This design comes from an exercise in tuning for small area on the open sky130 flow, not from production work. RTL that was checked went through simulation tests only; none was proved equivalent to the original. Power figures rest on the tool's default switching activity, not on a simulated workload.

Setup of the reference run:
==> flow/design.v (excerpt) <==
module ALU #(parameter w = 8) (
    clk, rst, CE, IN_valid, MODE, CMD, OPA, OPB, Cin,
    ERR, RES, OF, COUT, G, L, E);
==> flow/config.mk <==
export PLATFORM = sky130hd
export DESIGN_NAME = ALU
export DESIGN_NICKNAME = ALU
export VERILOG_FILES = /design/flow/design.v
export SDC_FILE = /design/flow/constraint.sdc
export NUM_CORES = 4
export LEC_CHECK = 0
export CAP_MARGIN = 20
export CORE_MARGIN = 2
export CORE_UTILIZATION = 60
export CTS_BUF_LIST = sky130_fd_sc_hd__clkbuf_4 sky130_fd_sc_hd__clkbuf_8
export SLEW_MARGIN = 20
export SYNTH_HIERARCHICAL = 1
==> flow/constraint.sdc <==
create_clock -name core_clock -period 6.0 [get_ports {clk}]
set_input_delay 1.2000 -clock core_clock [delete_from_list [all_inputs] [get_ports {clk}]]
set_output_delay 1.2000 -clock core_clock [all_outputs]
set_load 0.01 [all_outputs]
standard.sh (not shown) runs the stock make flow with config.mk's settings and CLKGATE_MAP_FILE= SYNTH_SCRIPT=/design/flow/synth_recipe.tcl, a recipe that flattens the netlist after the stock synthesis.
==> flow/flow/run.sh <==
#!/bin/bash
# Layout flow: the standard layout (standard.sh: ORFS from synthesis to
# finish) with these changes:
#  - synthesis maps the logic with an area-oriented ABC script (deepsyn, then
#    area mapping) instead of ORFS's delay-oriented one. Only the final abc
#    call of ORFS's synthesis is changed: its -script argument is replaced.
#    Everything else, registers included, is the standard synthesis
#    (synth_recipe.tcl).
#  - the buffers that the flow puts on every input and output port are buf_1
#    cells, not the resizer's default choice;
#  - clock tree synthesis adds no dummy loads to balance the tree.
# The full output of the run goes to standard.log in this folder; ORFS keeps
# each step's own log under orfs/logs/.
set -euo pipefail
W=$(pwd)
printf '%s\n' '&get -n' '&st' '&deepsyn -T 10' '&put' 'dch' 'map -a' 'topo' 'stime -c' > "$W/abc_area_deep.script"
cat > "$W/own_synth.tcl" <<EOT
proc abc {args} {
  set i [lsearch -exact \$args -script]
  if {\$i >= 0} { lset args [expr {\$i + 1}] {$W/abc_area_deep.script} }
  yosys abc {*}\$args
}
source {$W/synth_recipe.tcl}
EOT
bash standard.sh \
  "SYNTH_SCRIPT=$W/own_synth.tcl" \
  "BUFFER_PORTS_ARGS=-buffer_cell sky130_fd_sc_hd__buf_1" \
  "CTS_ARGS=-sink_clustering_enable -repair_clock_nets -buf_list {sky130_fd_sc_hd__clkbuf_4 sky130_fd_sc_hd__clkbuf_8} -dont_use_dummy_load" \
  finish > standard.log 2>&1
## Diff of input files: the trial run against the reference run
-- flow/design.v --
<<< the reference run, line 460
always @(*)
    for (i = 0; i < 8; i = i + 1)
        lo[i] = (lo_en & P[i]) | (hi_en & P[i+8]) |
                (tt[3] & A[i] & B[i]) | (tt[2] & A[i] & ~B[i]) |
                (tt[1] & ~A[i] & B[i]) | (tt[0] & ~A[i] & ~B[i]);
wire r8 = (en8 & P[8]) ^ k8;
wire [16:0] R = {U | inv16, {7{U}}, r8, lo};
>>> the trial run, line 460
always @(*)
    for (i = 0; i < 8; i = i + 1)
        lo[i] = (lo_en & P[i]) | (hi_en & P[i+8]) | tt[{A[i], B[i]}];
wire r8 = (en8 & P[8]) ^ k8;
wire [16:0] R = {U | inv16, {7{U}}, r8, lo};
--- outcome ---
The trial run was carried through to the last stage, and its layout satisfied the timing, DRC and antenna checks. Depth of the most critical reg-to-reg path in the trial run is 8.3% below the reference run. Register-to-register slack up 0.05 ns in the trial run wrt the reference run. Taking the reference run as the reference, in the trial run number of filler instances in the final layout went down by 17; multi-input combinational cell area went up by about 1%; slack of the critical path went up by 0.055 ns; first-pass GRT wire length went up by 4.8%. The trial run and the reference run ended up with nearly the same xor/xnor cell area share of the yosys netlist. The trial run — worst hold slack 0.013 ns lower, the reference run as reference. [the trial run vs the reference run] final wirelength: higher in the trial run. Taking the reference run as the reference point, the area fraction in compound gates after synthesis of the trial run falls by 0.28 points. | cell area | the reference run vs the trial run | ≈ equal |. On number of placed instances with taps included, the trial run and the reference run are neck and neck. Sum of net half-perimeters after detailed placement ends up higher on the trial run. Relative to the reference run, combinational cell fraction of total power has increased by 15 points in the trial run.

## red
ALU, a different RTL version from the one above (not shown whole).
Size: about 680 cells after synthesis, ~50 I/O pins, roughly 5600 µm² of cells after synthesis.
clock: 6.0 ns
lec_check: 0
cap_margin: 20
core_margin: 2
core_utilization: 60
cts_buf_list: sky130_fd_sc_hd__clkbuf_4 sky130_fd_sc_hd__clkbuf_8
slew_margin: 20
synth_hierarchical: 1
Scripts as last shown in full above: flow/flow/run.sh
### red -> blue
--- a/flow/design.v
+++ b/flow/design.v
@@ -76,19 +76,19 @@
                            aq1_i = 1'b1; s_i = 4'b0011; selb = 1'b0; rot = 1'b1;
                            bad = |OPB[7:4]; end
             default: bad = 1'b1;
         endcase
     end
 end
 wire err_in = bad | (need_a & ~IN_valid[0]) | (need_b & ~IN_valid[1]);
 wire mul_in = MODE & (CMD == 4'b1001 || CMD == 4'b1010);
-wire [7:0] a_in = err_in ? 8'h00 : ({8{sela}} & OPA) | ka;
+wire [7:0] a_in = ({8{sela}} & OPA) | ka;
 wire [7:0] b_in = ({8{selb}} & (OPB ^ {8{invb}})) | kb | ({8{rot}} & rot_hot);
-wire [7:0] code_in = err_in ? {1'b0, mul_in, mul_in, 1'b0, mul_in, 3'b000} :
+wire [7:0] code_in = err_in ? {2'b00, mul_in, 1'b0, mul_in, 3'b000} :
                      {rows_i, aq1_i | aq2_i, aq2_i, ci_i, s_i};
 reg [7:0] A, B;
 reg rows, aq, m2, ci;
 reg [3:0] s;
 always @(posedge clk) begin
     if (CE) begin
         A <= a_in;
         B <= b_in;
[summary]
Wire length ends up lower on blue.
Compared with red, blue shows a lower global-route wire length before repair.
For sequential-cell power consumption, dividing the value from blue by the value from red gives 0.923.
Relative max-transition margin: blue higher than red
red has a lower design area than blue.
There was hardly any difference in fmax between red and blue.
Function not checked in blue: the RTL went through the layout flow alone.

[separate check: timing with driven ports]
In the flow no input, the clock included, has a driving cell. The finished layouts below were timed again as built, in two steps. Step 1 (the two cells are an assumption about what drives the block):
set clk [get_ports {clk}]
set_driving_cell -lib_cell sky130_fd_sc_hd__clkbuf_16 $clk
set_driving_cell -lib_cell sky130_fd_sc_hd__buf_2 [delete_from_list [all_inputs] $clk]
Step 2 adds t to the input delays and takes it off the output delays; t is the mean of the earliest and latest rising clock arrival at the registers after step 1. Input paths then give back, and output paths get back, about the clock's delay inside the block. Three values: ideal, step 1, step 2; two values: the first two.
run	t, ns	setup slack, ns	worst register clock-pin slew, ns	pins driven straight from the clock port
the reference run	0.367	0.297 / 0.297 / 0.297	0.08 / 0.08	1
the trial run	0.357	0.352 / 0.352 / 0.352	0.08 / 0.08	1
red	0.363	0.362 / 0.362 / 0.362	0.09 / 0.09	1
blue	0.366	0.370 / 0.370 / 0.370	0.08 / 0.08	1
After both steps every run listed still meets setup and hold.
